Background: an optimization exercise with open tools, aiming at small area and a short achievable clock period. Do not read the settings as production practice.
Function was checked by simulation only, so behaviour that the tests miss may differ from the original.
No activity file was given, so power comes from the tool's default toggle rates.

## flow/config.mk

```make
export PLATFORM = sky130hd
export DESIGN_NAME = DSP
export DESIGN_NICKNAME = DSP
export VERILOG_FILES = /design/flow/design.v
export SDC_FILE = /design/flow/constraint.sdc
export NUM_CORES = 4
export LEC_CHECK = 0
export CAP_MARGIN = 20
export CORE_MARGIN = 2
export CORE_UTILIZATION = 40
export SLEW_MARGIN = 20
```

## flow/constraint.sdc

```tcl
create_clock -name core_clock -period 16.0 [get_ports {clk}]
set_input_delay 3.2000 -clock core_clock [delete_from_list [all_inputs] [get_ports {clk}]]
set_output_delay 3.2000 -clock core_clock [all_outputs]
set_load 0.01 [all_outputs]
```

## flow/design.v

```verilog
`timescale 1ns / 1ps
module DSP(
input clk, 
input rst,
input [15:0] dout,
output G2,
output [15:0] o
    );
reg [15:0] Output; 
reg[18:0] m0, m1, m2, m3, m4, m5, m6, m7;
wire myG = 1'b0;
   always@(posedge clk) begin  
    if (rst) begin              
      m7 <= 0;
      m6 <= 0;
      m5 <= 0;
      m4 <= 0;
      m3 <= 0;
      m2 <= 0;
      m1 <= 0;
      m0 <= 0;
      Output <= 0;
    end else begin
      m7 <= m6;                           
      m6 <= m5;
      m5 <= m4;
      m4 <= m3;
      m3 <= m2;
      m2 <= m1;
      m1 <= m0;
      m0[15:0] <= dout;
      m0[18:16] <=0;                
        Output <= ((m0+m1+m2+m3+m4+m5+m6+m7  >>3)/65);  
    end
    end 
assign o = Output;
assign G2 = myG;
endmodule
```

## flow/run.sh

```bash
#!/bin/bash
# synth_recipe.tcl (not shown) runs the flow's synth.tcl, then flattens the netlist and writes it again
# the make line also repeats each setting of config.mk as NAME=value (left out here)
make -C /OpenROAD-flow-scripts/flow DESIGN_CONFIG=/design/flow/config.mk WORK_HOME=/design/flow/orfs CLKGATE_MAP_FILE= SYNTH_SCRIPT=/design/flow/synth_recipe.tcl finish
```

==> run summary <==
## metal layers
metal,part of all wire (%),vias up,wire length (um)
met3,3.4,39,780
met4,1.8,0,409
li1,-,4226,-
met5,0,-,0
met1,46,4127,10500
met2,49,183,11400
## sequential cells by signal, summed over array words and instances (netlist names)
register / count
m1: 16
m0: 16
m3: 16
m6: 16
m5: 16
m7: 16
m4: 16
m2: 16
Output: 10
## worst register-to-register path, delay by kind of cell, from the launching register on
family	cells	cell delay, ns
muxes	2	0.93
adders and majority gates	6	2.91
buffers and inverters	6	0.47
AOI/OAI and AO/OA	17	4.94
and+or+nand+nor	11	4.18
DFF	1	0.31
## final cells by class
type,instances,area [um^2]
fillers,2568,14400
multi-input cells,886,7030
flip-flops and latches,138,2760
inverters,188,706
clock buffers,17,425
well taps,335,419
repair buffers,29,283
clock inverters,15,150
## cell families (layout without fill, tap and decap cells)
logic type                 Yosys count  in the layout  synth area share [%]
and+or+nand+nor                    440            440                  21.8
muxes                                8              8                 0.831
AOI/OAI and AO/OA                  274            274                  19.2
DFF                                138            138                  25.9
other                                1              7                0.0351
buffers and inverters              230            249                  8.55
adders and majority gates          116            116                  20.2
xor gates and xnor gates            41             41                  3.50
## worst paths after layout
check / startpoint / endpoint / slack [ns] / cells after the start
setup / recovery: m0[9]$_SDFF_PP0_ / Output[0]$_SDFF_PP0_ / 2.21 / 42
hold / removal: m5[4]$_SDFF_PP0_ / m6[4]$_SDFF_PP0_ / 0.45 / 2
setup reg to reg: m0[9]$_SDFF_PP0_ / Output[0]$_SDFF_PP0_ / 2.21 / 42
hold reg to reg: m5[4]$_SDFF_PP0_ / m6[4]$_SDFF_PP0_ / 0.45 / 2
## stage by stage
stage / cells / setup slack [ns] / utilization, %
final: 1608 / 2.21 / 45.1
after global routing: 1608 / 1.31 / 45.1
after CTS: 1608 / 2.38 / 45.1
after detailed placement: 1576 / 2.46 / 42.9
after global placement: 1576 / 2.64 / 42.9
after floorplan: 1254 / 4.25 / -
## report_power, final
| group | leakage [nW] | internal (mW) | total, mW | switching, mW |
|---|---|---|---|---|
| clock network | 0.273 | 0.207 | 0.384 | 0.177 |
| logic | 3.45 | 0.419 | 1.17 | 0.748 |
| registers | 1.12 | 0.357 | 0.361 | 0.00393 |
## cells in the final DEF, fill, tap and decap left out, types with 26 or more instances in the layout
cell	count
o21ai_0	52
inv_1	186
nand3_1	28
xnor2_1	26
clkdlybuf4s50_1	26
nor3_1	36
nor2_1	138
fa_1	94
nor2b_1	60
dfxtp_1	138
a21oi_1	56
nand2_1	64
==> impl_metrics.toml <==
[run_status]
outcome = "finished clean"

[finish]
n_antenna_cell = 0
nets = 1393
fin_area_mm2 = 0.0118
layout-drive-gt1-share_pct = 8.72
area_delta_synth_final_pct = 10.2

[yosys]
synth_area_leaders = "dfxtp_1 26%, fa_1 18%, inv_1 6.5%, nor2_1 4.8%, nor2b_1 3.5%"
synthCells = 1248
yosysTopAreaCell = "dfxtp_1"
synth_ff_type = "dfxtp_1"
synth_cell_type_count = 111
ys_top_cells_by_count = "186 x inv_1, 138 x dfxtp_1, 138 x nor2_1"
postSynth.asyncResetShare_pct = 0
synth_top_area_share_pct = 25.9
netlist_area_mm2 = 0.0107
yosysSeqAreaShare_pct = 25.9
yosys_warnings = 1
synth-seq-cells = 138
syn_avg_cell_area_um2 = 8.56
synthMostInstantiatedCell = "inv_1"
synth_edf_count = 0

[global_routing]
grt_max_degree = 94
grt_pass1_wl_um = 40100
grt.busiest_layer = "met2"
antenna_found_initial = 0
grt-ovfl-total = 0
first_global_vias = 8510
use_met2_pct = 31.0
grt_use_met3_pct = 2.41
gr-usage-all-layers_pct = 17.2
use_met1_pct = 21.6

[drt]
first_pass_iters = 16
num_vias = 8575
viasPerCell = 5.33
ant_nets = 0
routed_wl_um = 23100
routedWlPerCell_um = 14.4
drc = 0
drt_iter0_drc = 574

[sta]
whs_ns = 0.445
fin_skew_ns = 0.0161
fin_crit_ns = 13.79
slew_violations = 0
rsz0062_at_grt = "false"
finalSetupViolCount = 0
worstMarginPinSlew_ns = 0.974
clock.fmax_ghz = 0.0725
slew-limit-headroom_pct = 34.9
hold_viol = 0
tns_ns = 0
min_period_over_period_pct = 86.2

[cts]
cts-root-buf = "clkbuf_16"
cts_sinks = 138
postCtsSetupRepairBufs = 0
clkTransAtPathRegs_ns = 0.07
clock_path_buffers = 2
ctsHtreeMaxLevel = 4
tritoncts = "yes"
cts_inserted_buffers = 17
ctsResizeCount = 0
clk_latency_ns = 0.43
cts_hold_repair.buffers = 0

[power_and_ir_drop]
power_density_mw_per_mm2 = 162
total_power_mw = 1.91
vdd_ir_drop_max_v = 0.0000761
p_leak_nw = 4.85

[floorplan]
rows = 59
die_w_um = 167
initial_core_util_pct = 40.9
die_area_mm2 = 0.0280
dieHeight_um = 167
core_area_mm2 = 0.0261
ios = 35

[worst_setup_path]
slowest_delay_ns = 0.82
worstPathRequired_ns = 16.35
path_buf_inv = 6
cp-end-kind = "flip-flop"
cp_max_fo = 11
worstPathArrival_ns = 14.14
cp_slowest_cell = "nor4b_2"
critPathLaunchType = "flip-flop"
cp_top_family = "compound AO/OA/AOI/OAI gates"
path_common_cell = "inv_1"
crit_type = "flip-flop to flip-flop"

[placed_design]
place_area_mm2 = 0.0112
gp_congestion = 0.887
io_buffers = 27
dpl.hpwl_um = 17900

[hold_path]
hold_path_class = "flip-flop to flip-flop"

[run]
cap_violations = 0

re-timing with driven ports:
How much do the figures lean on ideal ports? The routed layout below was timed once more, with nothing changed but the port constraints.
Step 1 assumes that a clkbuf_16 drives the clock port and a buf_2 every other input.
Step 2 times the ports against the registers' clock, not the clock port: input delays grow and output delays shrink by t, the midpoint of the rising clock arrivals with the driver on.
Three values: ideal, step 1, step 2; two values: the first two.
shift t [ns]: 0.457
setup WS [ns]: 2.212 / 2.212 / 2.212
latest minus earliest clock arrival (ns): 0.016 / 0.016
After both steps setup and hold are still met in this run. The setup slack of this run moves by 0.000 ns with the drivers and by 0.000 ns with both steps.
